This is an optimization exercise on Yosys and OpenROAD, whose aim is small area, a short achievable clock period and few clock cycles, not a production implementation. At most, simulation tests tie the RTL to the original design; equivalence was not proved. The RTL of runs 3 and 4 was laid out without a check of its function. Power and IR drop assume default switching activity.

### run.sh
#!/bin/bash
# synth_recipe.tcl (not shown) runs the flow's synth.tcl, then flattens the netlist and writes it again
# the make line also repeats each setting of config.mk as NAME=value (left out here)
make -C /OpenROAD-flow-scripts/flow DESIGN_CONFIG=/design/flow/config.mk WORK_HOME=/design/flow/orfs CLKGATE_MAP_FILE= SYNTH_SCRIPT=/design/flow/synth_recipe.tcl finish
### config.mk
export PLATFORM = sky130hd
export DESIGN_NAME = aoc_solver_top
export DESIGN_NICKNAME = aoc_solver_top
export VERILOG_FILES = /design/flow/design.v
export SDC_FILE = /design/flow/constraint.sdc
export NUM_CORES = 4
export LEC_CHECK = 0
export ABC_AREA = 1
export CAP_MARGIN = 20
export CORE_MARGIN = 2
export CORE_UTILIZATION = 40
export CTS_CLUSTER_DIAMETER = 80
export CTS_CLUSTER_SIZE = 24
export SETUP_SLACK_MARGIN = 2.3
export SLEW_MARGIN = 20
### constraint.sdc
create_clock -name core_clock -period 5.0 [get_ports {clock}]
set_input_delay 1.0000 -clock core_clock [delete_from_list [all_inputs] [get_ports {clock}]]
set_output_delay 1.0000 -clock core_clock [all_outputs]
set_load 0.01 [all_outputs]
### design.v
module aoc_solver_top (
    input         clear,
    input         clock,
    input  [31:0] reg_wdata,
    input         reg_write_strobe,
    input  [3:0]  reg_addr,
    output [31:0] reg_rdata
);
    reg       in_aw, in_dw, in_start;
    reg [9:0] in_a;
    always @(posedge clock) begin
        in_aw    <= ~clear & reg_write_strobe & (reg_addr == 4'd2);
        in_dw    <= ~clear & reg_write_strobe & (reg_addr == 4'd3);
        in_start <= ~clear & reg_write_strobe & (reg_addr == 4'd0) & reg_wdata[0];
        in_a     <= reg_wdata[9:0];
    end
    reg [4:0] off, ax, pr;
    reg       a_up, a_dn, b_up, b_dn;
    always @(posedge clock)
        if (clear) begin
            off  <= 5'd0;
            ax   <= 5'd0;
            pr   <= 5'd1;
            a_up <= 1'b1;
            a_dn <= 1'b0;
            b_up <= 1'b1;
            b_dn <= 1'b1;
        end else begin
            off  <= off + 5'd1;
            a_up <= off != 5'd30;
            a_dn <= off != 5'd31;
            b_up <= off != 5'd14;
            b_dn <= off != 5'd15;
            if (in_aw) begin
                ax <= in_a[4:0];
                pr <= in_a[9:5] + off + 5'd2;
            end else
                pr <= pr + 5'd1;
        end
    reg  [1023:0] ring;     
    wire [31:0]   outA, outB, rmA, rmB;
    wire          en, enB;
    aoc_row_proc pa (.en(en),
        .up(ring[32*30 +: 32] & {32{a_up}}), .mid(ring[32*31 +: 32]),
        .dn(ring[0 +: 32] & {32{a_dn}}), .out(outA), .rm(rmA));
    aoc_row_proc pb (.en(enB),
        .up(ring[32*14 +: 32] & {32{b_up}}), .mid(ring[32*15 +: 32]),
        .dn(ring[32*16 +: 32] & {32{b_dn}}), .out(outB), .rm(rmB));
    reg         pend_v, pend_d;
    always @(posedge clock) begin
        pend_v <= ~clear & in_dw & pr[0];
        pend_d <= in_a[0];
    end
    wire        wr_v    = (in_dw | pend_v) & ~pr[0];
    wire        wr_d    = in_dw ? in_a[0] : pend_d;
    wire [3:0]  wr_p    = pr[4:1];
    wire [31:0] col_sel = 32'd1 << ax;
    genvar p;
    generate
        for (p = 0; p < 32; p = p + 1) begin : g_row
            wire [31:0] prev;
            if (p == 0)       assign prev = outA;
            else if (p == 16) assign prev = outB;
            else              assign prev = ring[32*(p-1) +: 32];
            if (p % 2 == 0) begin : g_wr
                wire        rsel = wr_v & (wr_p == p / 2);
                wire [31:0] wsel = col_sel & {32{rsel}};
                always @(posedge clock)
                    ring[32*p +: 32] <= (prev & ~wsel) | ({32{wr_d}} & wsel);
            end else begin : g_nowr
                always @(posedge clock)
                    ring[32*p +: 32] <= prev;
            end
        end
    endgenerate
    wire [31:0] cin = ring[32*30 +: 32];
    wire [63:0] rmv = {rmA, rmB};
    reg  [2:0]  part [0:4];
    reg  [3:0]  ro;
    integer i;
    always @(posedge clock) begin
        for (i = 0; i < 4; i = i + 1)
            part[i] <= pop7(cin[7*i +: 7]);
        part[4] <= pop7({3'b000, cin[31:28]});
        for (i = 0; i < 4; i = i + 1)
            ro[i] <= |rmv[16*i +: 16];
    end
    reg [5:0] psum;
    always @(posedge clock)
        psum <= ((part[0] + part[1]) + (part[2] + part[3])) + part[4];
    reg        solving, fin, done, blk0, cp, bq, vs;
    reg [4:0]  bc;
    reg [10:0] bs, b0;
    wire       go     = vs & ~fin;
    wire       rq     = |ro;
    wire       bq_now = (bc == 5'd0) ? rq : (bq | rq);
    assign en  = solving;
    assign enB = solving & ~(blk0 & (bc < 5'd15));
    always @(posedge clock)
        if (clear) begin
            solving <= 1'b0;
            fin     <= 1'b0;
            done    <= 1'b0;
            blk0    <= 1'b1;
            cp      <= 1'b0;
            bq      <= 1'b0;
            vs      <= 1'b0;
            bc      <= 5'd0;
            bs      <= 11'd0;
            b0      <= 11'd0;
        end else begin
            vs <= solving & ~fin;
            if (in_start & ~solving & ~fin & ~done)
                solving <= 1'b1;
            cp <= go & blk0 & (bc == 5'd31);
            if (go) begin
                bc <= bc + 5'd1;
                bq <= bq_now;
                bs <= ((bc == 5'd0) ? 11'd0 : bs) + psum;
                if (bc == 5'd31) begin
                    blk0 <= 1'b0;
                    if (~bq_now) begin
                        solving <= 1'b0;
                        fin     <= 1'b1;
                    end
                end
            end
            if (fin & ~done) begin
                done <= 1'b1;
                b0   <= cp ? 11'd0 : (b0 - bs);
            end else if (cp)
                b0 <= bs;
        end
    function [2:0] pop7(input [6:0] b);
        reg c1, s1, c2, s2, c3, s3;
        begin
            {c1, s1} = b[0] + b[1] + b[2];
            {c2, s2} = b[3] + b[4] + b[5];
            {c3, s3} = s1 + s2 + b[6];
            pop7 = {2'b00, s3} + ({1'b0, c1} + c2 + c3) * 2;
        end
    endfunction
    assign reg_rdata = (reg_addr == 4'd1) ? {5'd0, b0, 15'd0, done} : 32'd0;
endmodule
module aoc_row_proc (
    input         en,
    input  [31:0] up,
    input  [31:0] mid,
    input  [31:0] dn,
    output [31:0] out,
    output [31:0] rm
);
    wire [33:0] u  = {1'b0, up, 1'b0};
    wire [33:0] m  = {1'b0, mid, 1'b0};
    wire [33:0] d  = {1'b0, dn, 1'b0};
    wire [33:0] cs = u ^ m ^ d;
    wire [33:0] cc = (u & m) | (u & d) | (m & d);
    genvar x;
    generate
        for (x = 0; x < 32; x = x + 1) begin : g_col
            wire c0 = cc[x], c1 = cc[x+1], c2 = cc[x+2];
            wire s0 = cs[x], s1 = cs[x+1], s2 = cs[x+2];
            wire ge5 = (((c0 & c1) | (c0 & c2) | (c1 & c2)) & (s0 | s1 | s2 | (c0 & c1 & c2)))
                     | ((c0 | c1 | c2) & s0 & s1 & s2);
            assign rm[x] = en & mid[x] & ~ge5;
        end
    endgenerate
    assign out = mid & ~rm;
endmodule
==> run summary, run 1 <==
- Outcome: timing/DRC/antenna clean
- WL met2: 41100 um
- CP cell instances: buf_6, nor2_4, buf_6, buf_12, nand3_4, nor2_2, buf_2
- Crit path capture type: primary output
- Top cells by area, synth: dfxtp_1, a31oi_1, a21oi_1
- Max-cap viol count: 0
- Final hold viol count: 0
- Clk buf depth: 3
- Synth top area share: 56.8%
- Uppermost layer routed: met4
- Ys flop type: dfxtp_1
- Htree depth: 2
- PwrDens: 338 nW/um2
- Cells after Synth: 4303
- RSZ-0062 raised after global routing: true
- Leak: 0.0176 uW
- Initial antenna violation count: 0
- Worst slew pin tran: 1310 ps
- Routability congestion estimate: 0.866
- Crit share post-route: 56.4%
- CP dominant cell by count: buf_6
- Largest family of logic cells by synthesized area: compound AO/OA/AOI/OAI gates
- #FFs+latches synth: 1117
- TritonCTS Buffers: 56
- Slew margin rel.: 12.3%
- Req. time, crit path: 4000 ps
- HPWL Detailed: 57100 um
- HP Class: reg -> reg
- Min Tclk post-route: 2820 ps
- DRC errors left: 0
- Antenna fix cells: 0
- Gr usage total: 17.6%
- Clk slew on worst S/H paths: 90 ps
- Die ar.: 101000 um2
- Die X: 318 um
- Met3 wire len: 4270 um
- CP Launch Type: input pin
- Port-buffer cells: 28
- Switching Power: 3150 uW
- Sequential element share of the synthesized area: 56.8%
- CTS sink cnt: 1117
- Slowest-stage cell, CP: nor2_4
- Syn avg cell area: 9.16 um2
- EDFF count, synth: 0
- DRT antenna net count: 0
- Die height: 318 um
- Worst VDD drop: 0.251 mV
- Comb pwr share: 2.9%
- Post-Synth XOR/XNOR Area: 0.245%
- I/O Pins: 71
- CP peak stage delay: 140 ps
- Skew-Pair Late Insertion Delay: 660 ps
- Largest net degree at the start of global routing: 116
- Row cnt: 115
- DR iter-0 viols: 2223
- Synth Area in Adders: 5.91%
- Int Pwr: 11200 uW
- Via count: 28200
- Async SR Flop Fraction: 0%
- Placeable Area: 98000 um2
- Seq pwr share: 62.5%
- Placed instance area: 40300 um2
- Vias in the first global route: 25900
- CTS Hold Bufs: 0
- Max Fanout on Critical Path: 6
- Layout area overhead: 7.39%
- Routed met1 length: 45300 um
- Slew Limit Fails: 0
- CTS tree: done
- Initial Utilization: 40.2%
- Final Cell Area: 42300 um2
- Leading area contributor after synthesis: dfxtp_1
- Skew final: 34.7 ps
- # setup viols final: 0
- First-pass GRT wire length: 144000 um
- GRT Residual Overflow: 0
- Peak Freq: 0.355 GHz
- Post-DR wirelength/cell: 17.0 um
- Crit path kind: in -> out
- DR vias/cell: 5.15
- Post-synthesis compound-gate area fraction: 16.1%
- Post-Route WL: 93000 um
- Clock root buffer: clkbuf_16
- Cell area after technology mapping: 39400 um2
- Nets: 4351
- Data arrival time of the worst path: 1820 ps
- Clock network fraction of total power: 34.6%
- Setup TNS: 0 ps
- Mux contribution to synthesized area: 0.0254%
- Drt first pass iters: 5
- Synth Area in Simple Gates: 13.6%
- Share of cells above drive strength 1: 6.51%
- Synth warnings: 2
- Cell variety after synth: 43
- Switching part of the total: 22.0%
synth_stat cells, drive strengths merged, types with 92 or more instances:
| library cell | count |
|---|---|
| clkbuf | 116 |
| dfxtp | 1117 |
| nand3 | 210 |
| fa | 92 |
| nor2 | 291 |
| o21ai | 135 |
| a31oi | 451 |
| a21oi | 519 |
| buf | 187 |
| inv | 349 |
| nand2 | 683 |
power groups by stage:
stage	Clock (uW)	Sequential (uW)	Combinational, uW
3_5_place_dp	0	9160	387
6_report	4950	8950	414
4_1_cts	5100	8950	401
3_3_place_gp	0	9160	382
2_1_floorplan	0	9140	303
5_1_grt	5410	8950	461
worst paths after layout:
check	to	slack, ps	startpoint	depth (start not counted)
worst max register to register	ring[643]	2330	pr[2]	5
worst min register to register	ring[945]	320	ring[913]	0
worst max-delay path	reg_rdata[24]	2180	reg_addr[3]	7
worst min-delay path	ring[945]	320	ring[913]	0
per-layer routing:
layer	global-route usage [%]	vias to the layer above
li1	-	14100
met1	25.1	13400
met2	27.9	615
met3	2.21	111
met4	4.89	0
met5	0	-
cell families (layout without fill, tap and decap cells):
group	after synthesis	count (layout)
adder cells (fa/ha/maj)	131	131
multiplexers	1	1
other	1	20
buffers and inverters	655	525
XOR/XNOR	11	11
AO/OA/AOI/OAI	1139	1139
flip-flops	1117	1117
AND/OR/NAND/NOR	1248	1252
metrics by stage:
step           setup WS (ps)  hold WS (ps)  utilization (%)  std cells  total power [uW]
2_1_floorplan           2360           310                -       4322              9450
3_3_place_gp            1120           310             41.2       5388              9540
3_5_place_dp            1070           312             41.2       5389              9540
4_1_cts                 2190           326             42.9       5470             14400
5_1_grt                 2110           324             43.2       5483             14800
6_report                2180           322             43.2       5483             14300
registers in the layout, summed over array words and instances, names as in the netlist, 4 cells and up:
register	cells
ring	1024
part	15
b0	11
bs	11
in_a	10
psum	6
ax	5
bc	5
off	5
pr	5
ro	4
layout by cell type, fill, tap and decap left out, drive strengths merged:
master and instances:
o21bai 2, nand4 10, clkinvlp 3, ha 39
buf 88, clkdlybuf4s50 12, xor2 7, nand3b 7
o21ai 135, nor3 39, conb 20, clkbuf 57
o31ai 5, clkinv 8, mux2i 1, bufinv 2
nor4 1, or2 6, a31oi 451, o32ai 1
inv 355, a21oi 519, a21boi 1, fa 92
nor2 294, o211ai 12, xnor2 4, nand2 683
dfxtp 1117, and2 1, nand3 211, a21o 1
o22ai 12
area by class of cell:
class,instances,area [um2]
Clock buffer,57,1410
Timing Repair Buffer,100,907
Multi-Input combinational cell,2554,14500
Inverter,352,1360
Fill cell,9545,55700
Clock inverter,16,184
Sequential cell,1117,22400
Tap cell,1287,1610
critical path: cells and delay by family:
family	cells	cell delay, ps
simple gates	3	350
buf+inv	4	460
timing repair:
| item | 4_1_cts | 5_1_grt |
|---|---|---|
| endpoints found under the setup margin | 51 | 102 |
| resized for setup | 95 | 41 |
| gates cloned | 1 | 3 |
| pin swaps | 11 | 20 |
| setup buffers | 7 | 9 |
| hold endpoints to repair | 0 | 0 |
Testbench counts, summed over its fixed seeds: cycles 150,336.
==> run 2, diff against run 1 <==
--- a/config.mk
+++ b/config.mk
@@ -11,5 +11,5 @@
 export CORE_UTILIZATION = 40
 export CTS_CLUSTER_DIAMETER = 80
 export CTS_CLUSTER_SIZE = 24
-export SETUP_SLACK_MARGIN = 2.3
+export SETUP_SLACK_MARGIN = 2.2
 export SLEW_MARGIN = 20
==> run summary, run 2 <==
- Outcome: timing/DRC/antenna clean
- HP Class: reg -> reg
- Critical path buffer and inverter count: 4
- Vias in the first global route: 26000
- Min Tclk post-route: 2820 ps
- Nets: 4339
- DRT antenna net count: 0
- Port-buffer cells: 28
- Crit share post-route: 56.3%
- CP cell instances: buf_6, nor2_4, buf_6, buf_12, nand3_4, nor2_2, buf_2
- EDFF count, synth: 0
- Skew-Pair Late Insertion Delay: 660 ps
- Cell count after placement: 5389
- Share of cells above drive strength 1: 6.00%
- Commonest non-fill, non-tap cell in the layout: dfxtp_1
- Crit path capture type: primary output
- Clock root buffer: clkbuf_16
- Initial antenna violation count: 0
- Via count: 28100
- Most frequent cells in the layout: dfxtp_1, nand2_1, a21oi_1
- PwrDens: 339 nW/um2
- Reg2reg end: ring[463]
- Final hold viol count: 0
- I/O Pins: 71
- Hold Crit Start: ring[913]
- DRC errors left: 0
- Delay-heaviest family, CP: buffers and inverters
- Slew Limit Fails: 0
- Leading area contributor after synthesis: dfxtp_1
- RR Startpoint: in_a[0]
- Largest net degree at the start of global routing: 116
- Skew final: 33.5 ps
- Die X: 318 um
- Post-Route WL: 90700 um
- Ys flop type: dfxtp_1
- CP Launch Type: input pin
- Worst R2R Path Depth: 5
- Slowest-stage cell, CP: nor2_4
- Synth top area share: 56.8%
- Synth warnings: 2
- Layout area overhead: 6.99%
- # setup viols final: 0
- Data arrival time of the worst path: 1820 ps
- Worst VDD drop: 0.250 mV
- Fillers: 9557
- WHS Path Cells: 0
- Routability congestion estimate: 0.866
- Syn avg cell area: 9.16 um2
- Initial Utilization: 40.2%
- DR vias/cell: 5.13
- Largest registers: ring (1024), part (15)
- #FFs+latches synth: 1117
- Die height: 318 um
- RSZ-0062 raised after global routing: true
- Cell area after technology mapping: 39400 um2
- Placeable Area: 98000 um2
- Sequential element share of the synthesized area: 56.8%
- Gr usage total: 17.6%
- HPWL Detailed: 57100 um
- Max reg flops: 1024
- CTS tree: done
- Leak: 0.0175 uW
- Post-DR wirelength/cell: 16.6 um
- CP peak stage delay: 140 ps
- TritonCTS Buffers: 56
- Top reg by flops: ring
- Max-cap viol count: 0
- Slew margin rel.: 27.5%
- Clk buf depth: 3
- Most common cell in the netlist: dfxtp_1
- Cell variety after synth: 43
- Max Fanout on Critical Path: 6
- Die ar.: 101000 um2
- Drt first pass iters: 5
- Req. time, crit path: 4000 ps
- CP dominant cell by count: buf_6
- Final Non-Filler Cells: 5471
- Peak Freq: 0.355 GHz
- Async SR Flop Fraction: 0%
- Worst slew pin tran: 1090 ps
- Clk slew on worst S/H paths: 90 ps
- First-pass GRT wire length: 144000 um
- Htree depth: 2
- DR iter-0 viols: 2107
- Setup TNS: 0 ps
- Top post-synthesis cells by count: dfxtp_1, nand2_1, a21oi_1
- Antenna fix cells: 0
- Top cells by area, synth: dfxtp_1, a31oi_1, a21oi_1
- WHS Endpoint: ring[945]
- GRT Residual Overflow: 0
- CTS sink cnt: 1117
- Cells after Synth: 4303
- Row cnt: 115
- Reg2Reg Setup Slack: 2280 ps
- Crit path kind: in -> out
-- run 2: cell count changes in the layout (fill, tap and decap cells not counted), sizes merged --
cell | previous run | this run
clkinv | 8 | 10
clkdlybuf4s15 | 0 | 1
clkinvlp | 3 | 2
bufinv | 2 | 1
buf | 88 | 78
nor2 | 294 | 291
-- run 2: cell families after synthesis --
group	Yosys count	share of synthesized area [%]
AND/OR/NAND/NOR	1248	13.6
multiplexers	1	0.0254
AO/OA/AOI/OAI	1139	16.1
XOR/XNOR	11	0.245
flip-flops	1117	56.8
other	1	0.00952
adder cells (fa/ha/maj)	131	5.91
buffers and inverters	655	7.39
-- run 2: metrics by stage --
step	hold WS [ps]	utilization (%)	total power, uW	instance area, um2	setup slack [ps]
2_1_floorplan	310	-	9450	39500	2360
3_3_place_gp	310	41.2	9540	40300	1120
3_5_place_dp	312	41.2	9540	40300	1070
4_1_cts	326	42.9	14400	42000	2190
5_1_grt	324	43.0	14800	42200	2110
6_report	321	43.0	14300	42200	2180
-- run 2: cell type report --
type / count / area (um2) / area share [%]
flip-flops and latches: 1117 / 22400 / 53.1
multi-input cells: 2551 / 14400 / 34.2
well taps: 1287 / 1610 / 3.82
clock inverters: 16 / 184 / 0.436
inverters: 352 / 1340 / 3.18
repair buffers: 91 / 835 / 1.98
clock buffers: 57 / 1410 / 3.33
-- run 2: worst max path at each step --
stage,startpoint,to,cells past startpoint
floorplan,reg_addr[3],reg_rdata[16],4
global placement,reg_addr[3],reg_rdata[17],5
detailed placement,reg_addr[3],reg_rdata[20],5
CTS,reg_addr[2],reg_rdata[25],7
global route,reg_addr[3],reg_rdata[24],7
finish,reg_addr[3],reg_rdata[24],7
-- run 2: timing repair --
action	4_1_cts	5_1_grt
setup buffers	7	0
hold buffers	0	0
pin swaps	8	8
gates resized for setup	85	29
gates cloned	1	0
endpoints found under the setup margin	15	63
-- run 2: power breakdown --
part	switching [uW]	leakage, uW	total, uW	internal, uW
sequential	27.3	0.00904	8950	8920
clock	2820	0.000780	4940	2120
combinational	280	0.00772	401	121
-- run 2: metal layers --
metal	share of wire, %	vias to the layer above	global-route usage (%)
met1	49	13300	25.0
met4	2.5	0	4.89
li1	-	14100	-
met3	4.4	106	2.21
met2	44	584	28.0
met5	0	-	0
==> run 3, diff against run 2 <==
--- a/design.v
+++ b/design.v
@@ -39,11 +39,11 @@
         end
     reg  [1023:0] ring;     
     wire [31:0]   outA, outB, rmA, rmB;
-    wire          en, enB;
+    wire          en;
     aoc_row_proc pa (.en(en),
         .up(ring[32*30 +: 32] & {32{a_up}}), .mid(ring[32*31 +: 32]),
         .dn(ring[0 +: 32] & {32{a_dn}}), .out(outA), .rm(rmA));
-    aoc_row_proc pb (.en(enB),
+    aoc_row_proc pb (.en(en),
         .up(ring[32*14 +: 32] & {32{b_up}}), .mid(ring[32*15 +: 32]),
         .dn(ring[32*16 +: 32] & {32{b_dn}}), .out(outB), .rm(rmB));
     reg         pend_v, pend_d;
@@ -73,29 +73,36 @@
             end
         end
     endgenerate
-    wire [31:0] cin = ring[32*30 +: 32];
+    wire [63:0] cin = {ring[32*30 +: 32], ring[32*14 +: 32]};
     wire [63:0] rmv = {rmA, rmB};
-    reg  [2:0]  part [0:4];
+    reg  [2:0]  part [0:8];
+    reg         part9;
     reg  [3:0]  ro;
     integer i;
     always @(posedge clock) begin
-        for (i = 0; i < 4; i = i + 1)
+        for (i = 0; i < 9; i = i + 1)
             part[i] <= pop7(cin[7*i +: 7]);
-        part[4] <= pop7({3'b000, cin[31:28]});
+        part9 <= cin[63];
         for (i = 0; i < 4; i = i + 1)
             ro[i] <= |rmv[16*i +: 16];
     end
-    reg [5:0] psum;
-    always @(posedge clock)
-        psum <= ((part[0] + part[1]) + (part[2] + part[3])) + part[4];
-    reg        solving, fin, done, blk0, cp, bq, vs;
-    reg [4:0]  bc;
+    reg [4:0] q0, q1, q2;
+    reg [6:0] psum;
+    reg       rq2;
+    always @(posedge clock) begin
+        q0   <= (part[0] + part[1]) + part[2];
+        q1   <= (part[3] + part[4]) + part[5];
+        q2   <= (part[6] + part[7]) + (part[8] + part9);
+        psum <= (q0 + q1) + q2;
+        rq2  <= |ro;
+    end
+    reg        solving, fin, done, blk0, cp, bq;
+    reg [1:0]  vs;            
+    reg [3:0]  bc;
     reg [10:0] bs, b0;
-    wire       go     = vs & ~fin;
-    wire       rq     = |ro;
-    wire       bq_now = (bc == 5'd0) ? rq : (bq | rq);
-    assign en  = solving;
-    assign enB = solving & ~(blk0 & (bc < 5'd15));
+    wire       go     = vs[1] & ~fin;
+    wire       bq_now = (bc == 4'd0) ? rq2 : (bq | rq2);
+    assign en = solving;
     always @(posedge clock)
         if (clear) begin
             solving <= 1'b0;
@@ -104,20 +111,20 @@
             blk0    <= 1'b1;
             cp      <= 1'b0;
             bq      <= 1'b0;
-            vs      <= 1'b0;
-            bc      <= 5'd0;
+            vs      <= 2'd0;
+            bc      <= 4'd0;
             bs      <= 11'd0;
             b0      <= 11'd0;
         end else begin
-            vs <= solving & ~fin;
+            vs <= {vs[0], solving & ~fin};
             if (in_start & ~solving & ~fin & ~done)
                 solving <= 1'b1;
-            cp <= go & blk0 & (bc == 5'd31);
+            cp <= go & blk0 & (bc == 4'd15);
             if (go) begin
-                bc <= bc + 5'd1;
+                bc <= bc + 4'd1;
                 bq <= bq_now;
-                bs <= ((bc == 5'd0) ? 11'd0 : bs) + psum;
-                if (bc == 5'd31) begin
+                bs <= ((bc == 4'd0) ? 11'd0 : bs) + psum;
+                if (bc == 4'd15) begin
                     blk0 <= 1'b0;
                     if (~bq_now) begin
                         solving <= 1'b0;
==> flow/run.sh (new file) <==
#!/bin/bash
# The standard layout with two changes, both to the design's combinational
# logic in front of the ports, none to its registers:
#  - reg_rdata: flow/rdata_patch.py replaces the shared reg_addr decode that
#    synthesis puts in front of the status bits by a 2-gate cone per bit
#    (see the script);
#  - the port buffers are sky130_fd_sc_hd__buf_4, not the slow
#    clkdlybuf4s50_1 that buffer_ports picks by itself.
# Each step's output goes to a log file of its own in this folder.
set -euo pipefail
bash standard.sh synth > standard_synth.log 2>&1
python3 flow/rdata_patch.py orfs/results/sky130hd/aoc_solver_top/base/1_2_yosys.v > rdata_patch.log 2>&1
bash standard.sh 'BUFFER_PORTS_ARGS=-buffer_cell sky130_fd_sc_hd__buf_4' finish > standard_finish.log 2>&1
==> flow/rdata_patch.py (new file) <==
#!/usr/bin/env python3
"""Rewrites the logic in front of reg_rdata in a Yosys netlist of aoc_solver_top.

Every reg_rdata bit that holds state is (reg_addr == 1) & state_bit. Synthesis shares one
decode of reg_addr among them, three gates deep behind the port. This puts a 2-gate cone
in front of each such bit instead:
  n   = nand2(reg_addr[0], state_bit)
  out = nor4(reg_addr[3], reg_addr[2], reg_addr[1], n)
and drops the gates left driving nothing. The registers are not touched.
usage: rdata_patch.py NETLIST  (rewritten in place)
"""
import re, sys

path = sys.argv[1]
text = open(path).read()
STATE = {0: 'done'}
STATE.update({16 + i: '\\b0[%d]' % i for i in range(11)})
OUTPINS = {'X', 'Y', 'Q', 'Q_N', 'SUM', 'COUT', 'HI', 'LO'}

head_end = text.index('  sky130_fd_sc_hd__')
head, body = text[:head_end], text[head_end:]
tail_start = body.rindex('endmodule')
body, tail = body[:tail_start], body[tail_start:]
inst_re = re.compile(r'  (sky130_fd_sc_hd__\w+) (\\?\S+)\s+\((.*?)\n  \);\n', re.S)
insts = []
pos = 0
for m in inst_re.finditer(body):
    assert body[pos:m.start()].strip() == '', body[pos:m.start()][:200]
    pins = [(p, n.strip()) for p, n in re.findall(r'\.(\w+)\(([^()]*)\)', m.group(3))]
    insts.append([m.group(1), m.group(2), pins])
    pos = m.end()
rest = body[pos:]
assert rest.strip().startswith('assign') or rest.strip() == '' or True

def esc(n):
    return n + ' ' if n.startswith('\\') else n

def outs(i):
    return [n for p, n in i[2] if p in OUTPINS]

drivers = {}
for i in insts:
    for n in outs(i):
        drivers[n] = i
# the state nets must be flip-flop outputs
for bit, net in STATE.items():
    d = drivers.get(net)
    if d is None or 'df' not in d[0]:
        print('state net %r not a flip-flop output; netlist left as is' % net)
        sys.exit(0)
removed = set()
for bit in STATE:
    d = drivers.get('reg_rdata[%d]' % bit)
    if d is None:
        print('reg_rdata[%d] has no driver; netlist left as is' % bit)
        sys.exit(0)
    removed.add(id(d))
# drop gates that drive nothing (not flip-flops)
ports = set(re.findall(r'(?:output|input)\s+(?:\[\d+:\d+\]\s+)?(\w+)', head))
changed = True
while changed:
    changed = False
    used = set()
    for i in insts:
        if id(i) in removed:
            continue
        for p, n in i[2]:
            if p not in OUTPINS:
                used.add(n)
    used |= set(re.findall(r'assign\s+\S+\s*=\s*(\\?\S+?)\s*;', rest))
    for i in insts:
        if id(i) in removed or 'df' in i[0]:
            continue
        o = outs(i)
        if o and all((n not in used) and not n.startswith('reg_rdata') for n in o):
            removed.add(id(i))
            changed = True
kept = [i for i in insts if id(i) not in removed]
new = []
wires = []
for bit, net in sorted(STATE.items()):
    w = 'rdpatch_n%d' % bit
    wires.append('  wire %s;\n' % w)
    new.append('  sky130_fd_sc_hd__nand2_1 rdpatch_nand%d (\n    .A(reg_addr[0]),\n    .B(%s),\n    .Y(%s)\n  );\n' % (bit, esc(net), w))
    new.append('  sky130_fd_sc_hd__nor4_1 rdpatch_nor%d (\n    .A(reg_addr[3]),\n    .B(reg_addr[2]),\n    .C(reg_addr[1]),\n    .D(%s),\n    .Y(reg_rdata[%d])\n  );\n' % (bit, w, bit))
def fmt(i):
    return '  %s %s (\n%s\n  );\n' % (i[0], esc(i[1]), ',\n'.join('    .%s(%s)' % (p, esc(n)) for p, n in i[2]))
out = head + ''.join(wires) + ''.join(fmt(i) for i in kept) + ''.join(new) + rest + tail
open(path, 'w').write(out)
print('removed %d cells, added %d' % (len(insts) - len(kept), len(new)))
==> standard.sh (new file) <==
#!/bin/bash
# synth_recipe.tcl (not shown) runs the flow's synth.tcl, then flattens the netlist and writes it again
# the make line also repeats each setting of config.mk as NAME=value (left out here)
make -C /OpenROAD-flow-scripts/flow DESIGN_CONFIG=/design/flow/config.mk WORK_HOME=/design/flow/orfs CLKGATE_MAP_FILE= SYNTH_SCRIPT=/design/flow/synth_recipe.tcl "${@:-finish}"
--- a/config.mk
+++ b/config.mk
@@ -11,5 +11,5 @@
 export CORE_UTILIZATION = 40
 export CTS_CLUSTER_DIAMETER = 80
 export CTS_CLUSTER_SIZE = 24
-export SETUP_SLACK_MARGIN = 2.2
+export SETUP_SLACK_MARGIN = 2.5
 export SLEW_MARGIN = 20
removed: run.sh
==> run summary, run 3 <==
- Outcome: timing/DRC/antenna clean
- Placeable Area: 99700 um2
- Async SR Flop Fraction: 0%
- Share of cells above drive strength 1: 7.20%
- Die height: 320 um
- Largest registers: ring (1024), part (27)
- Synth warnings: 2
- Leading area contributor after synthesis: dfxtp_1
- Slowest-stage cell, CP: nor4_1
- Most common cell in the netlist: dfxtp_1
- Post-Route WL: 101000 um
- DRT antenna net count: 0
- Antenna fix cells: 0
- #FFs+latches synth: 1146
- CTS sink cnt: 1146
- Layout area overhead: 9.15%
- Cell variety after synth: 38
- Req. time, crit path: 4000 ps
- Row cnt: 116
- Min Tclk post-route: 2710 ps
- Post-DR wirelength/cell: 18.4 um
- Data arrival time of the worst path: 1710 ps
- Top reg by flops: ring
- Worst slew pin tran: 1060 ps
- Largest net degree at the start of global routing: 138
- Setup TNS: 0 ps
- Synth top area share: 57.4%
- CP peak stage delay: 270 ps
- Routability congestion estimate: 0.894
- CP cell instances: buf_12, buf_4, nand2_1, nor4_1, buf_4
- Htree depth: 2
- Max Fanout on Critical Path: 6
- Crit path capture type: primary output
- Die X: 320 um
- Die ar.: 103000 um2
- PwrDens: 328 nW/um2
- Max reg flops: 1024
- Slew margin rel.: 29.5%
- EDFF count, synth: 0
- Final Cell Area: 43700 um2
- Leak: 0.0175 uW
- HPWL Detailed: 59900 um
- Drt first pass iters: 6
- Sequential Area: 23000 um2
- CP Launch Type: input pin
- HP Class: reg -> reg
- First-pass GRT wire length: 153000 um
- DR iter-0 viols: 2534
- Sequential element share of the synthesized area: 57.4%
- Nets: 4391
- Skew-Pair Late Insertion Delay: 670 ps
- Syn avg cell area: 9.36 um2
- Clock root buffer: clkbuf_16
- Initial antenna violation count: 0
- TritonCTS Buffers: 55
- Final Non-Filler Cells: 5495
- Clk buf depth: 3
- Initial Utilization: 40.1%
- RSZ-0062 raised after global routing: true
- Worst VDD drop: 0.247 mV
- Ys flop type: dfxtp_1
- Cell count after placement: 5378
- Slew Limit Fails: 0
- Footprint of the multi-input gates: 14900 um2
- CTS Hold Bufs: 0
- I/O Pins: 71
- Commonest non-fill, non-tap cell in the layout: dfxtp_1
- Crit path kind: in -> out
- Gr usage total: 18.8%
- Crit share post-route: 54.3%
- Fillers: 9531
- Top cells by area, synth: dfxtp_1, a31oi_1, a21oi_1
- # setup viols final: 0
- Cell area after technology mapping: 40000 um2
- Port-buffer cells: 28
- Clk slew on worst S/H paths: 90 ps
- GRT Residual Overflow: 0
- Via count: 29100
- CTS tree: done
- CP dominant cell by count: buf_4
- Skew final: 31.8 ps
- Top post-synthesis cells by count: dfxtp_1, a21oi_1, nand2_1
- Final core utilization: 43.8%
- Vias in the first global route: 26600
- Peak Freq: 0.368 GHz
- Most frequent cells in the layout: dfxtp_1, a21oi_1, nand2_1
- Placed instance area: 41200 um2
- Final hold viol count: 0
- Max-cap viol count: 0
- DR vias/cell: 5.29
- DRC errors left: 0
- Cells after Synth: 4275
run 3: changes by cell type after synthesis, moves of 14 or more:
cell,previous run,this run
buf_2,128,89
nand4_1,9,25
dfxtp_1,1117,1146
buf_4,34,20
a21oi_1,519,537
inv_1,340,392
fa_1,92,121
clkbuf_1,116,189
nor2_1,273,205
o21ai_0,113,151
nand2_1,681,529
buf_6,22,0
run 3: worst paths after layout:
path                             startpoint       endpoint  slack (ps)  cells after the start
worst max-delay path            reg_addr[0]  reg_rdata[22]        2290                      5
worst min-delay path              ring[654]      ring[686]         320                      0
worst max register to register        in_dw      ring[971]        2580                      7
worst min register to register    ring[654]      ring[686]         320                      0
run 3: per-stage QoR:
stage	setup slack, ps	total power [uW]	hold slack, ps
3_3_place_gp	1880	9600	310
5_1_grt	2240	14800	329
2_1_floorplan	2560	9530	310
3_5_place_dp	1860	9610	312
6_report	2290	14300	323
4_1_cts	2140	14400	325
run 3: critical path: cells and delay by family:
family | cells | cell delay, ps
and+or+nand+nor | 2 | 310
buffers and inverters | 3 | 400
run 3: kinds of logic (layout without fill, tap and decap cells):
group,after synthesis,in the layout,share of synthesized area [%]
xor+xnor,19,19,0.416
buf+inv,695,577,6.99
flops,1146,1146,57.4
simple gates,1039,1060,11.0
fa+ha+maj,163,163,7.37
compound gates,1212,1212,16.8
other cells,1,20,0.00938
run 3: power by group:
part | switching [uW] | leakage [uW] | internal (uW)
logic | 208 | 0.00748 | 76.2
registers | 19.4 | 0.00925 | 9140
clock network | 2850 | 0.000732 | 2030
total | 3080 | 0.0175 | 11200
run 3: layout make-up:
class                   instances  area share, %
multi-input cells            2474           34.0
repair inverters                2         0.0344
inverters                     385           3.36
repair buffers                125           2.86
well taps                    1298           3.72
clock buffers                  57           3.22
clock inverters                 8          0.218
flip-flops and latches       1146           52.6
run 3: per-layer routing:
metal / wire length (um) / track usage, %
met3: 4600 / 1.91
met2: 44300 / 29.4
met5: 0 / 0
met1: 49500 / 27.7
met4: 2500 / 4.77
run 3: repair_timing:
item	CTS	global route
endpoints found under the setup margin	281	185
pin swaps	14	11
setup buffers	12	24
resized for setup	65	31
cloned	7	8
==> run 4, diff against run 3 <==
--- a/flow/rdata_patch.py
+++ b/flow/rdata_patch.py
@@ -5,7 +5,8 @@
 decode of reg_addr among them, three gates deep behind the port. This puts a 2-gate cone
 in front of each such bit instead:
   n   = nand2(reg_addr[0], state_bit)
-  out = nor4(reg_addr[3], reg_addr[2], reg_addr[1], n)
+  out = nor4(reg_addr[3], reg_addr[2], reg_addr[1], n)   (a nor4_2: the port buffer after it
+  is the only load, and a nor4_1 drives it with a slow edge)
 and drops the gates left driving nothing. The registers are not touched.
 usage: rdata_patch.py NETLIST  (rewritten in place)
 """
@@ -82,7 +83,7 @@
     w = 'rdpatch_n%d' % bit
     wires.append('  wire %s;\n' % w)
     new.append('  sky130_fd_sc_hd__nand2_1 rdpatch_nand%d (\n    .A(reg_addr[0]),\n    .B(%s),\n    .Y(%s)\n  );\n' % (bit, esc(net), w))
-    new.append('  sky130_fd_sc_hd__nor4_1 rdpatch_nor%d (\n    .A(reg_addr[3]),\n    .B(reg_addr[2]),\n    .C(reg_addr[1]),\n    .D(%s),\n    .Y(reg_rdata[%d])\n  );\n' % (bit, w, bit))
+    new.append('  sky130_fd_sc_hd__nor4_2 rdpatch_nor%d (\n    .A(reg_addr[3]),\n    .B(reg_addr[2]),\n    .C(reg_addr[1]),\n    .D(%s),\n    .Y(reg_rdata[%d])\n  );\n' % (bit, w, bit))
 def fmt(i):
     return '  %s %s (\n%s\n  );\n' % (i[0], esc(i[1]), ',\n'.join('    .%s(%s)' % (p, esc(n)) for p, n in i[2]))
 out = head + ''.join(wires) + ''.join(fmt(i) for i in kept) + ''.join(new) + rest + tail
==> run summary, run 4 <==
- WHS Endpoint: ring[767]
- Antenna fix cells: 0
- Port-buffer cells: 28
- Mux contribution to synthesized area: 0%
- Share of cells above drive strength 1: 6.81%
- Most frequent cells in the layout: dfxtp_1, a21oi_1, nand2_1
- Htree depth: 2
- Ys flop type: dfxtp_1
- Post-Synth XOR/XNOR Area: 0.416%
- EDFF count, synth: 0
- Worst VDD drop: 0.265 mV
- Synthesis area per yosys: 40000 um2
- Via count: 28800
- Clk slew on worst S/H paths: 110 ps
- Critical path buffer and inverter count: 2
- Post-synthesis compound-gate area fraction: 16.8%
- Slowest-stage cell, CP: nor2_4
- Max reg flops: 1024
- Skew-Pair Late Insertion Delay: 680 ps
- CTS sink cnt: 1146
- Reg2reg end: ring[395]
- Data arrival time of the worst path: 3250 ps
- Die X: 321 um
- Top cells by area, synth: dfxtp_1, a31oi_1, a21oi_1
- RR Startpoint: pr[2]
- Largest net degree at the start of global routing: 139
- Die height: 321 um
- HPWL Detailed: 61700 um
- Post-Place Worst Slack: 1910 ps
- Worst slew pin tran: 1070 ps
- DR iter-0 viols: 2378
- # setup viols final: 0
- Hold Crit Start: ring[735]
- Routability congestion estimate: 0.886
- Cells after Synth: 4275
- Skew final: 33.7 ps
- Fillers: 9613
- Vias in the first global route: 27000
- Nets: 4378
- I/O Pins: 71
- WHS Path Cells: 0
- DRC errors left: 0
- Leak: 0.0174 uW
- Reg2Reg Setup Slack: 2340 ps
- Placeable Area: 99700 um2
- CTS tree: done
- Crit path kind: reg -> reg
- Synth top area share: 57.4%
- Drt first pass iters: 6
- Largest registers: ring (1024), part (27)
- Post-Route WL: 97200 um
- Slew margin rel.: 28.7%
- Min Hold Slack: 322 ps
- Synth Area in Adders: 7.37%
- CP peak stage delay: 770 ps
- Commonest non-fill, non-tap cell in the layout: dfxtp_1
- Cell variety after synth: 38
- Max Fanout on Critical Path: 35
- Cell area after technology mapping: 40100 um2
- Top reg by flops: ring
- Synth Area in Simple Gates: 11.0%
- GRT Residual Overflow: 0
- HP Class: reg -> reg
- Sequential element share of the synthesized area: 57.4%
- Synth warnings: 2
- Min Tclk post-route: 2660 ps
- TritonCTS Buffers: 55
- Worst setup startpoint: pr[2]
- RSZ-0062 raised after global routing: true
- Layout area overhead: 8.78%
- Crit share post-route: 53.2%
- Largest family of logic cells by synthesized area: compound AO/OA/AOI/OAI gates
- Req. time, crit path: 5590 ps
- DRT antenna net count: 0
- CTS Hold Bufs: 0
- Final hold viol count: 0
- CP Launch Type: register
- Clock root buffer: clkbuf_16
- CP cell instances: inv_2, or2_1, nor2_4, buf_4, a21oi_1, a31oi_1
- Outcome: timing/DRC/antenna clean
- Post-DR wirelength/cell: 17.7 um
- Clk buf depth: 3
- Max-cap viol count: 0
- #FFs+latches synth: 1146
- Worst R2R Path Depth: 6
- Setup TNS: 0 ps
- Initial Utilization: 40.2%
- Initial antenna violation count: 2
- Async SR Flop Fraction: 0%
- Most common cell in the netlist: dfxtp_1
- Leading area contributor after synthesis: dfxtp_1
- First-pass GRT wire length: 152000 um
- Slew Limit Fails: 0
- Crit path capture type: register
- Gr usage total: 18.3%
- PwrDens: 331 nW/um2
- Row cnt: 116
- Delay-heaviest family, CP: simple AND/OR/NAND/NOR gates
- Peak Freq: 0.376 GHz
- Syn avg cell area: 9.38 um2
- Final core utilization: 43.7%
- DR vias/cell: 5.25
- Worst setup margin: 2340 ps
- Top post-synthesis cells by count: dfxtp_1, a21oi_1, nand2_1
- Die ar.: 103000 um2
## run 4: cell count changes in the layout (fill, tap and decap cells not counted), moves of 3 or more
cell	previous run	this run
nor4_2	1	4
nand2_1	530	534
nor2_2	31	25
buf_8	0	4
buf_4	102	95
## run 4: kinds of logic after synthesis
| logic type | after synthesis |
|---|---|
| other | 1 |
| AO/OA/AOI/OAI | 1212 |
| AND/OR/NAND/NOR | 1039 |
| buffers and inverters | 695 |
| flip-flops | 1146 |
| adder cells (fa/ha/maj) | 163 |
| XOR/XNOR | 19 |
## run 4: layout make-up
cell class	instances	area, um2	share of cell area, %
sequential	1146	23000	52.6
timing repair inverter	2	15.0	0.0344
inverter	385	1460	3.35
clock buffer	58	1410	3.23
timing repair buffer	121	1230	2.82
multi-input combinational	2465	14800	33.9
clock inverter	9	145	0.333
tap	1298	1620	3.72
## run 4: how the worst max path moves through the flow
stage / endpoint / slack [ps] / cells past startpoint
finish: ring[395] / 2340 / 6
global route: ring[845] / 2160 / 7
CTS: ring[908] / 2310 / 6
detailed placement: ro[2] / 1910 / 11
global placement: ro[2] / 1930 / 11
floorplan: reg_rdata[0] / 2650 / 1
## run 4: stage by stage
step,power (uW),cell area [um2],cells
5_1_grt,14900,43600,5484
2_1_floorplan,9530,40200,4294
3_3_place_gp,9610,41400,5384
4_1_cts,14600,43100,5456
6_report,14400,43600,5484
3_5_place_dp,9610,41400,5384
## run 4: power by group
| part | switching, uW | leakage [uW] | internal (uW) |
|---|---|---|---|
| clock network | 2860 | 0.000762 | 2140 |
| registers | 20.4 | 0.00924 | 9140 |
| logic | 196 | 0.00743 | 77.2 |
| total | 3080 | 0.0174 | 11400 |
## run 4: metal layers
| layer | wire (um) | up-vias | share of wire [%] | GRT usage, % |
|---|---|---|---|---|
| met3 | 4780 | 113 | 4.9 | 1.88 |
| li1 | - | 14200 | - | - |
| met5 | 0 | - | 0 | 0 |
| met4 | 2010 | 0 | 2.1 | 4.44 |
| met2 | 42500 | 650 | 44 | 28.7 |
| met1 | 48000 | 13800 | 49 | 27.0 |
## run 4: what timing repair did
action / CTS / global route
cloned: 1 / 6
endpoints found under the setup margin: 226 / 202
setup buffers: 4 / 19
pin swaps: 9 / 5
gates resized for setup: 43 / 30
==> run 5, diff against run 4 <==
--- a/design.v
+++ b/design.v
@@ -51,10 +51,14 @@
         pend_v <= ~clear & in_dw & pr[0];
         pend_d <= in_a[0];
     end
-    wire        wr_v    = (in_dw | pend_v) & ~pr[0];
     wire        wr_d    = in_dw ? in_a[0] : pend_d;
-    wire [3:0]  wr_p    = pr[4:1];
     wire [31:0] col_sel = 32'd1 << ax;
+    wire        dw_next = ~clear & reg_write_strobe & (reg_addr == 4'd3);
+    wire        pv_next = ~clear & in_dw & pr[0];
+    wire [4:0]  pr_next = clear ? 5'd1 : in_aw ? (in_a[9:5] + off + 5'd2) : (pr + 5'd1);
+    reg  [15:0] rs;
+    always @(posedge clock)
+        rs <= ((dw_next | pv_next) & ~pr_next[0]) ? (16'd1 << pr_next[4:1]) : 16'd0;
     genvar p;
     generate
         for (p = 0; p < 32; p = p + 1) begin : g_row
@@ -63,7 +67,7 @@
             else if (p == 16) assign prev = outB;
             else              assign prev = ring[32*(p-1) +: 32];
             if (p % 2 == 0) begin : g_wr
-                wire        rsel = wr_v & (wr_p == p / 2);
+                wire        rsel = rs[p / 2];
                 wire [31:0] wsel = col_sel & {32{rsel}};
                 always @(posedge clock)
                     ring[32*p +: 32] <= (prev & ~wsel) | ({32{wr_d}} & wsel);
==> run summary, run 5 <==
- Port-buffer cells: 28
- Leading area contributor after synthesis: dfxtp_1
- Worst VDD drop: 0.278 mV
- Switching Power: 3120 uW
- RR Startpoint: in_dw
- CTS tree: done
- Largest net degree at the start of global routing: 123
- EDFF count, synth: 0
- Post-DR wirelength/cell: 16.9 um
- Drt first pass iters: 6
- Skew-Pair Late Insertion Delay: 660 ps
- Total power: 14700 uW
- Req. time, crit path: 4000 ps
- Outcome: timing/DRC/antenna clean
- Most frequent cells in the layout: dfxtp_1, nand2_1, inv_1
- Post-Route WL: 97800 um
- Seq pwr share: 63.2%
- Commonest non-fill, non-tap cell in the layout: dfxtp_1
- Crit share post-route: 52.1%
- PwrDens: 333 nW/um2
- Crit path capture type: primary output
- Die ar.: 105000 um2
- Cells after Synth: 4489
- Slew Limit Fails: 0
- Comb pwr share: 1.8%
- HPWL Detailed: 60900 um
- Die X: 323 um
- Synth top area share: 57.1%
- Top cells by area, synth: dfxtp_1, nand2_1, fa_1
- Initial antenna violation count: 2
- Max reg flops: 1024
- Reg2reg end: ring[136]
- Routability congestion estimate: 0.877
- Sequential element share of the synthesized area: 57.1%
- Switching part of the total: 21.3%
- Initial Utilization: 40.2%
- Setup TNS: 0 ps
- #FFs+latches synth: 1161
- Syn avg cell area: 9.09 um2
- DR iter-0 viols: 2523
- WHS Endpoint: ring[370]
- Slowest-stage cell, CP: nor4_2
- Via count: 28900
- CP Launch Type: input pin
- I/O Pins: 71
- Crit path kind: in -> out
- DRT antenna net count: 0
- Die height: 323 um
- Placeable Area: 101000 um2
- Worst R2R Path Depth: 4
- Max Fanout on Critical Path: 6
- RSZ-0062 raised after global routing: true
- Largest registers: ring (1024), part (27), rs (16)
- Cell variety after synth: 38
- Gr usage total: 18.4%
- Int Pwr: 11500 uW
- Min Tclk post-route: 2600 ps
- Peak Freq: 0.384 GHz
- Clock network fraction of total power: 34.9%
- Fillers: 9783
- GRT Residual Overflow: 0
- CP peak stage delay: 170 ps
- Clk slew on worst S/H paths: 90 ps
- Final hold viol count: 0
- Synth warnings: 2
- Top reg by flops: ring
- TritonCTS Buffers: 57
- Async SR Flop Fraction: 0%
- Skew final: 34.0 ps
- First-pass GRT wire length: 150000 um
- Synthesis area per yosys: 40700 um2
- Share of cells above drive strength 1: 5.65%
- Ys flop type: dfxtp_1
- Clk buf depth: 3
- Footprint of the multi-input gates: 15000 um2
- HP Class: reg -> reg
- Cell area after technology mapping: 40800 um2
- Htree depth: 2
- Vias in the first global route: 26300
- DR vias/cell: 5.00
- CTS Hold Bufs: 0
- Max-cap viol count: 0
- Leak: 0.0177 uW
- CP cell instances: buf_12, buf_6, nand2_1, nor4_2, buf_4
- Worst slew pin tran: 983 ps
- Most common cell in the netlist: dfxtp_1
- Nets: 4592
- Reg2Reg Setup Slack: 2590 ps
- Row cnt: 117
- Slew margin rel.: 34.5%
- Clock root buffer: clkbuf_16
- Top post-synthesis cells by count: dfxtp_1, nand2_1, inv_1
- DRC errors left: 0
- CTS sink cnt: 1161
- Data arrival time of the worst path: 1600 ps
- # setup viols final: 0
- Hold Crit Start: ring[338]
- WHS Path Cells: 0
- Layout area overhead: 8.11%
- Sequential Area: 23300 um2
run 5: layout make-up:
cell class / count / share of cell area [%]
Clock inverter: 11 / 0.318
Multi-Input combinational cell: 2654 / 34.0
Sequential cell: 1161 / 52.8
Inverter: 425 / 3.63
Clock buffer: 63 / 3.38
Timing Repair Buffer: 91 / 1.98
Antenna cell: 1 / 0.00568
Tap cell: 1368 / 3.88
run 5: how the worst max path moves through the flow:
stage           startpoint            end  slack [ps]  cells after the start
2_1_floorplan  reg_addr[3]   reg_rdata[0]        2650                      1
3_3_place_gp          b_dn          ro[1]        1860                     11
3_5_place_dp          b_up          ro[0]        1850                     11
4_1_cts        reg_addr[0]  reg_rdata[22]        2430                      5
5_1_grt        reg_addr[0]  reg_rdata[17]        2350                      5
6_report       reg_addr[0]  reg_rdata[17]        2400                      5
run 5: kinds of logic after synthesis:
kind of cell    count (synthesis)  share of synthesized area [%]
flops                        1161                           57.1
compound gates               1064                           14.4
mux                             1                         0.0277
simple gates                 1380                           13.9
xor+xnor                       15                          0.323
fa+ha+maj                     163                           7.25
other cells                     1                        0.00922
buf+inv                       704                           7.02
run 5: what timing repair did:
action,in CTS,in global routing
setup buffers,6,9
resized for setup,35,19
gates cloned,0,1
setup endpoints to repair,155,65
pin swaps,3,3
endpoints found under the hold margin,0,0
run 5: through the flow:
step                      utilization (%)  worst slack (ps)  hold WS [ps]  area, um2  instances
after floorplan                         -              2650           310      40900       4508
after global placement               41.5              1860           309      42100       5683
after detailed placement             41.5              1850           312      42100       5683
after CTS                            43.3              2430           308      43900       5763
after global routing                 43.5              2350           317      44100       5773
final                                43.5              2400           309      44100       5774
run 5: power groups by stage:
stage	clock network, uW	registers, uW	logic [uW]
2_1_floorplan	0	9490	188
3_3_place_gp	0	9500	241
3_5_place_dp	0	9500	245
4_1_cts	5270	9280	255
5_1_grt	5590	9280	301
6_report	5120	9280	269
run 5: critical path: cells and delay by family:
kind / cells / cell delay (ps)
simple gates: 2 / 240
buf+inv: 3 / 370
run 5: metal layers:
metal / up-vias / track usage (%) / share of wire [%]
met1: 13600 / 26.5 / 49
met2: 642 / 28.7 / 43
met3: 137 / 2.45 / 5.3
met5: - / 0 / 0
met4: 0 / 5.18 / 2.7
li1: 14500 / - / -
Testbench counts of run 5, summed over its fixed seeds: cycles 148,160.
==> run 6, diff against run 5 <==
--- a/design.v
+++ b/design.v
@@ -81,14 +81,14 @@
     wire [63:0] rmv = {rmA, rmB};
     reg  [2:0]  part [0:8];
     reg         part9;
-    reg  [3:0]  ro;
+    reg  [7:0]  ro;
     integer i;
     always @(posedge clock) begin
         for (i = 0; i < 9; i = i + 1)
             part[i] <= pop7(cin[7*i +: 7]);
         part9 <= cin[63];
-        for (i = 0; i < 4; i = i + 1)
-            ro[i] <= |rmv[16*i +: 16];
+        for (i = 0; i < 8; i = i + 1)
+            ro[i] <= |rmv[8*i +: 8];
     end
     reg [4:0] q0, q1, q2;
     reg [6:0] psum;
--- a/flow/rdata_patch.py
+++ b/flow/rdata_patch.py
@@ -4,9 +4,8 @@
 Every reg_rdata bit that holds state is (reg_addr == 1) & state_bit. Synthesis shares one
 decode of reg_addr among them, three gates deep behind the port. This puts a 2-gate cone
 in front of each such bit instead:
-  n   = nand2(reg_addr[0], state_bit)
-  out = nor4(reg_addr[3], reg_addr[2], reg_addr[1], n)   (a nor4_2: the port buffer after it
-  is the only load, and a nor4_1 drives it with a slow edge)
+  z   = nor3(reg_addr[3], reg_addr[2], reg_addr[1])
+  out = and3(z, reg_addr[0], state_bit)
 and drops the gates left driving nothing. The registers are not touched.
 usage: rdata_patch.py NETLIST  (rewritten in place)
 """
@@ -82,8 +81,8 @@
 for bit, net in sorted(STATE.items()):
     w = 'rdpatch_n%d' % bit
     wires.append('  wire %s;\n' % w)
-    new.append('  sky130_fd_sc_hd__nand2_1 rdpatch_nand%d (\n    .A(reg_addr[0]),\n    .B(%s),\n    .Y(%s)\n  );\n' % (bit, esc(net), w))
-    new.append('  sky130_fd_sc_hd__nor4_2 rdpatch_nor%d (\n    .A(reg_addr[3]),\n    .B(reg_addr[2]),\n    .C(reg_addr[1]),\n    .D(%s),\n    .Y(reg_rdata[%d])\n  );\n' % (bit, w, bit))
+    new.append('  sky130_fd_sc_hd__nor3_1 rdpatch_nor%d (\n    .A(reg_addr[3]),\n    .B(reg_addr[2]),\n    .C(reg_addr[1]),\n    .Y(%s)\n  );\n' % (bit, w))
+    new.append('  sky130_fd_sc_hd__and3_1 rdpatch_and%d (\n    .A(%s),\n    .B(reg_addr[0]),\n    .C(%s),\n    .X(reg_rdata[%d])\n  );\n' % (bit, w, esc(net), bit))
 def fmt(i):
     return '  %s %s (\n%s\n  );\n' % (i[0], esc(i[1]), ',\n'.join('    .%s(%s)' % (p, esc(n)) for p, n in i[2]))
 out = head + ''.join(wires) + ''.join(fmt(i) for i in kept) + ''.join(new) + rest + tail
--- a/config.mk
+++ b/config.mk
@@ -11,5 +11,5 @@
 export CORE_UTILIZATION = 40
 export CTS_CLUSTER_DIAMETER = 80
 export CTS_CLUSTER_SIZE = 24
-export SETUP_SLACK_MARGIN = 2.5
+export SETUP_SLACK_MARGIN = 2.55
 export SLEW_MARGIN = 20
==> run summary, run 6 <==
- Skew-Pair Late Insertion Delay: 660 ps
- Crit share post-route: 52.2%
- Clk buf depth: 3
- GRT Residual Overflow: 0
- Cell count after placement: 5451
- Synthesis area per yosys: 40300 um2
- Die X: 321 um
- Post-DR wirelength/cell: 17.6 um
- Post-Route WL: 97800 um
- Req. time, crit path: 4000 ps
- Most frequent cells in the layout: dfxtp_1, nand2_1, inv_1
- Clock root buffer: clkbuf_16
- TritonCTS Buffers: 57
- Layout area overhead: 8.46%
- Placeable Area: 100000 um2
- Largest net degree at the start of global routing: 115
- Most common cell in the netlist: dfxtp_1
- Via count: 28500
- Top cells by area, synth: dfxtp_1, nand2_1, fa_1
- DRC errors left: 0
- DR iter-0 viols: 2173
- CP Launch Type: input pin
- Worst VDD drop: 0.240 mV
- Cells after Synth: 4313
- Nets: 4428
- First-pass GRT wire length: 152000 um
- Async SR Flop Fraction: 0%
- Die ar.: 103000 um2
- Row cnt: 116
- Crit path kind: in -> out
- CP cell instances: buf_16, nor3_4, and3_4, buf_6
- #FFs+latches synth: 1165
- Skew final: 26.8 ps
- Peak Freq: 0.383 GHz
- Outcome: timing/DRC/antenna clean
- Htree depth: 2
- Routability congestion estimate: 0.919
- Slew margin rel.: 36.0%
- I/O Pins: 71
- Gr usage total: 18.7%
- Setup TNS: 0 ps
- CP peak stage delay: 210 ps
- Delay-heaviest family, CP: simple AND/OR/NAND/NOR gates
- Final Non-Filler Cells: 5540
- Clk slew on worst S/H paths: 90 ps
- CTS tree: done
- Share of cells above drive strength 1: 6.32%
- Max-cap viol count: 0
- CTS sink cnt: 1165
- Leak: 0.0169 uW
- Critical path buffer and inverter count: 2
- Cell area after technology mapping: 40300 um2
- Port-buffer cells: 28
- Vias in the first global route: 26500
- Ys flop type: dfxtp_1
- Data arrival time of the worst path: 1610 ps
- EDFF count, synth: 0
- HP Class: reg -> reg
- Synth top area share: 57.9%
- DR vias/cell: 5.14
- Top reg by flops: ring
- Commonest non-fill, non-tap cell in the layout: dfxtp_1
- Max reg flops: 1024
- Leading area contributor after synthesis: dfxtp_1
- Crit path capture type: primary output
- Synth warnings: 2
- Slowest-stage cell, CP: and3_4
- Worst slew pin tran: 959 ps
- Largest registers: ring (1024), part (27), rs (16)
- Die height: 321 um
- Min Tclk post-route: 2610 ps
- Max Fanout on Critical Path: 7
- RSZ-0062 raised after global routing: true
- PwrDens: 338 nW/um2
- Cell variety after synth: 37
- HPWL Detailed: 63600 um
- Top post-synthesis cells by count: dfxtp_1, nand2_1, inv_1
- Slew Limit Fails: 0
- Syn avg cell area: 9.35 um2
- Final hold viol count: 0
- Drt first pass iters: 6
- # setup viols final: 0
- Initial Utilization: 40.3%
- DRT antenna net count: 0
- Initial antenna violation count: 5
- Sequential element share of the synthesized area: 57.9%
run 6: cells by family after synthesis:
family / share of synthesized area, %
other: 0.00931
muxes: 0.0342
xor gates and xnor gates: 0.283
adders and majority gates: 7.32
DFF: 57.9
and+or+nand+nor: 12.6
AOI/OAI and AO/OA: 15.2
buffers and inverters: 6.62
run 6: worst reg2reg max path, cell delays in order (launching register included):
cell	delay [ps]
dfxtp_1	380
buf_12	240
nand2_1	120
fa_1	590
or2_2	370
nor2_1	110
a21oi_1	80
nand2_1	110
nand2_1	60
nor2_1	100
nand2_1	50
run 6: layout make-up:
type	count	area, um2
inverters	377	1420
repair buffers	102	976
clock buffers	61	1490
diodes	1	2.50
multi-input cells	2523	14700
flip-flops and latches	1165	23300
well taps	1298	1620
clock inverters	13	183
fillers	9479	56300
run 6: power breakdown:
group | internal [uW] | switching (uW)
registers | 9280 | 13.3
clock network | 2320 | 2920
logic | 63.2 | 163
run 6: worst paths after layout:
path	startpoint	end	slack, ps	cells past startpoint
min reg2reg	ring[74]	ring[106]	330	0
max reg2reg	a_dn	ro[5]	2690	10
max	reg_addr[3]	reg_rdata[24]	2390	4
min	ring[74]	ring[106]	330	0
run 6: metal layers:
layer	wire, um	track usage [%]	up-vias
li1	-	-	14200
met1	46400	26.5	13400
met2	43300	29.7	735
met3	5250	2.46	142
met4	2810	5.48	2
met5	13	0	-
run 6: through the flow:
stage          utilization (%)  cell area, um2  worst slack (ps)  total power (uW)  hold slack (ps)
3_5_place_dp              41.6           41600              2110              9720              312
4_1_cts                   43.4           43400              2410             14900              328
2_1_floorplan                -           40400              2660              9660              310
5_1_grt                   43.7           43700              2380             15300              331
3_3_place_gp              41.6           41600              2120              9720              309
6_report                  43.7           43700              2390             14800              326
run 6: timing repair:
action,4_1_cts,5_1_grt
setup endpoints to repair,99,82
pin swaps,6,11
gates cloned,0,3
resized for setup,31,42
hold buffers,0,0
endpoints found under the hold margin,0,0
setup buffers,1,10
Testbench counts of run 6, summed over its fixed seeds: cycles 148,160.
==> run 7, diff against run 6 <==
--- a/config.mk
+++ b/config.mk
@@ -11,5 +11,5 @@
 export CORE_UTILIZATION = 40
 export CTS_CLUSTER_DIAMETER = 80
 export CTS_CLUSTER_SIZE = 24
-export SETUP_SLACK_MARGIN = 2.55
+export SETUP_SLACK_MARGIN = 2.45
 export SLEW_MARGIN = 20
==> run summary, run 7 <==
- Cell variety after synth: 37
- Sequential element share of the synthesized area: 57.9%
- Top post-synthesis cells by count: dfxtp_1, nand2_1, inv_1
- Worst VDD drop: 0.240 mV
- Min Hold Slack: 325 ps
- Layout area overhead: 8.12%
- Most frequent cells in the layout: dfxtp_1, nand2_1, inv_1
- Final Cell Area: 43600 um2
- Crit path capture type: primary output
- GRT Residual Overflow: 0
- Clk slew on worst S/H paths: 90 ps
- I/O Pins: 71
- Reg2reg end: ring[967]
- Leading area contributor after synthesis: dfxtp_1
- Uppermost layer routed: met5
- Cells after Synth: 4313
- Hold Crit Start: ring[74]
- Data arrival time of the worst path: 1600 ps
- Die X: 321 um
- DRT antenna net count: 0
- RR Startpoint: ax[2]
- Synthesis area per yosys: 40300 um2
- Top cells by area, synth: dfxtp_1, nand2_1, fa_1
- Peak Freq: 0.385 GHz
- Nets: 4421
- #FFs+latches synth: 1165
- DRC errors left: 0
- Largest net degree at the start of global routing: 115
- Drt first pass iters: 5
- Slowest-stage cell, CP: and3_1
- Initial Utilization: 40.3%
- Reg2Reg Setup Slack: 2570 ps
- Routability congestion estimate: 0.919
- Max reg flops: 1024
- EDFF count, synth: 0
- CP Launch Type: input pin
- Max-cap viol count: 0
- CTS tree: done
- RSZ-0062 raised after global routing: true
- HPWL Detailed: 63600 um
- Port-buffer cells: 28
- Slew Limit Fails: 0
- Share of cells above drive strength 1: 5.93%
- Cell area after technology mapping: 40300 um2
- Clock root buffer: clkbuf_16
- Post-DR wirelength/cell: 17.6 um
- Clk buf depth: 3
- Min Tclk post-route: 2600 ps
- Max Fanout on Critical Path: 7
- Die height: 321 um
- Worst slew pin tran: 971 ps
- TritonCTS Buffers: 57
- Slew margin rel.: 35.3%
- Synth warnings: 2
- Req. time, crit path: 4000 ps
- Crit path kind: in -> out
- Total power: 14700 uW
- CTS sink cnt: 1165
- Via count: 28500
- Outcome: timing/DRC/antenna clean
- Skew final: 29.8 ps
- WL met2: 43200 um
- HP Class: reg -> reg
- Most common cell in the netlist: dfxtp_1
- First-pass GRT wire length: 152000 um
- Gr usage total: 18.7%
- DR vias/cell: 5.15
- Final hold viol count: 0
- Syn avg cell area: 9.35 um2
- CP peak stage delay: 190 ps
- Post-Route WL: 97300 um
- Placed instance area: 41600 um2
- Worst R2R Path Depth: 5
- Htree depth: 2
- Placeable Area: 100000 um2
- # setup viols final: 0
- Row cnt: 116
- Routed met1 length: 46600 um
- Skew-Pair Late Insertion Delay: 660 ps
- PwrDens: 338 nW/um2
- WHS Endpoint: ring[106]
- Commonest non-fill, non-tap cell in the layout: dfxtp_1
- CP cell instances: buf_16, nor3_2, and3_1, buf_4
- Async SR Flop Fraction: 0%
- WHS Path Cells: 0
- Initial antenna violation count: 5
- CTS Hold Bufs: 0
- Largest registers: ring (1024), part (27), rs (16)
- Crit share post-route: 52.0%
- Vias in the first global route: 26500
- Met3 wire len: 4970 um
- Top reg by flops: ring
- Ys flop type: dfxtp_1
- Setup TNS: 0 ps
- Die ar.: 103000 um2
- Leak: 0.0168 uW
- Synth top area share: 57.9%
- DR iter-0 viols: 2227
-- run 7: metal layers --
layer / global-route usage [%] / vias to the layer above
li1: - / 14100
met1: 26.5 / 13500
met2: 29.8 / 700
met3: 2.46 / 135
met4: 5.48 / 2
met5: 0 / -
-- run 7: critical path: cells and delay by family --
family	cells	cell delay (ps)
and+or+nand+nor	2	360
buffers and inverters	2	240
-- run 7: kinds of logic (layout without fill, tap and decap cells) --
family                   count (synthesis)  in the layout  share of synthesized area [%]
AO/OA/AOI/OAI                         1111           1111                           15.2
XOR/XNOR                                13             13                          0.283
adder cells (fa/ha/maj)                163            163                           7.32
buffers and inverters                  655            546                           6.62
flip-flops                            1165           1165                           57.9
multiplexers                             1              1                         0.0342
other                                    1             21                        0.00931
AND/OR/NAND/NOR                       1204           1215                           12.6
-- run 7: worst max-delay path by stage --
| stage | start | end | slack (ps) |
|---|---|---|---|
| global placement | b_dn | ro[3] | 2120 |
| global route | reg_addr[3] | reg_rdata[20] | 2390 |
| finish | reg_addr[3] | reg_rdata[24] | 2400 |
| CTS | reg_addr[1] | reg_rdata[17] | 2410 |
| detailed placement | b_dn | ro[2] | 2110 |
| floorplan | reg_addr[3] | reg_rdata[0] | 2660 |
-- run 7: layout make-up --
class                           count  area (um2)
Antenna cell                        1        2.50
Clock buffer                       61        1490
Clock inverter                     13         183
Fill cell                        9494       56400
Inverter                          377        1420
Multi-Input combinational cell   2523       14600
Sequential cell                  1165       23300
Tap cell                         1298        1620
Timing Repair Buffer               95         886
-- run 7: stage by stage --
| step | std cells | util, % | setup WS (ps) |
|---|---|---|---|
| floorplan | 4332 | - | 2660 |
| global placement | 5450 | 41.6 | 2120 |
| detailed placement | 5451 | 41.6 | 2110 |
| CTS | 5526 | 43.4 | 2410 |
| global route | 5532 | 43.6 | 2390 |
| finish | 5533 | 43.6 | 2400 |
-- run 7: timing repair --
item | in CTS | in global routing
cloned | 0 | 2
resized for setup | 26 | 30
setup buffers | 1 | 4
endpoints found under the setup margin | 74 | 46
pin swaps | 6 | 8
-- run 7: report_power, final --
group	total (uW)	switching, uW	leakage [uW]	internal (uW)
combinational	220	162	0.00660	58.4
sequential	9300	13.3	0.00939	9280
clock	5230	2910	0.000822	2320

## separate check: timing with driven ports
In the flow no input, the clock included, has a driving cell. The finished layouts below were timed again as built, in two steps. Step 1 assumes that a clkbuf_16 drives the clock port and a buf_2 every other input. Step 2 times the ports against the registers' clock, not the clock port: input delays grow and output delays shrink by t, the midpoint of the rising clock arrivals with the driver on. Three values: ideal ports, drivers, drivers and shift; two values: the first two.
| run | shift t [ns] | slack for setup (ns) | latest minus earliest clock arrival (ns) | worst slew at a driven data input, ns |
|---|---|---|---|---|
| run 1 | 0.708 | 2.181 / 2.148 / 2.125 | 0.039 / 0.039 | 0.04 |
| run 2 | 0.709 | 2.185 / 2.152 / 2.114 | 0.040 / 0.040 | 0.04 |
| run 3 | 0.716 | 2.285 / 2.142 / 2.142 | 0.037 / 0.037 | 0.14 |
| run 4 | 0.726 | 2.342 / 2.244 / 2.244 | 0.035 / 0.035 | 0.19 |
| run 5 | 0.707 | 2.395 / 2.329 / 2.233 | 0.036 / 0.036 | 0.06 |
| run 6 | 0.720 | 2.391 / 2.306 / 2.306 | 0.032 / 0.032 | 0.13 |
| run 7 | 0.720 | 2.399 / 2.308 / 2.308 | 0.033 / 0.033 | 0.14 |
After both steps every run listed still meets setup and hold. For run 5, which loses most, drivers alone change the setup slack by -0.066 ns; drivers and shift together by -0.162 ns.
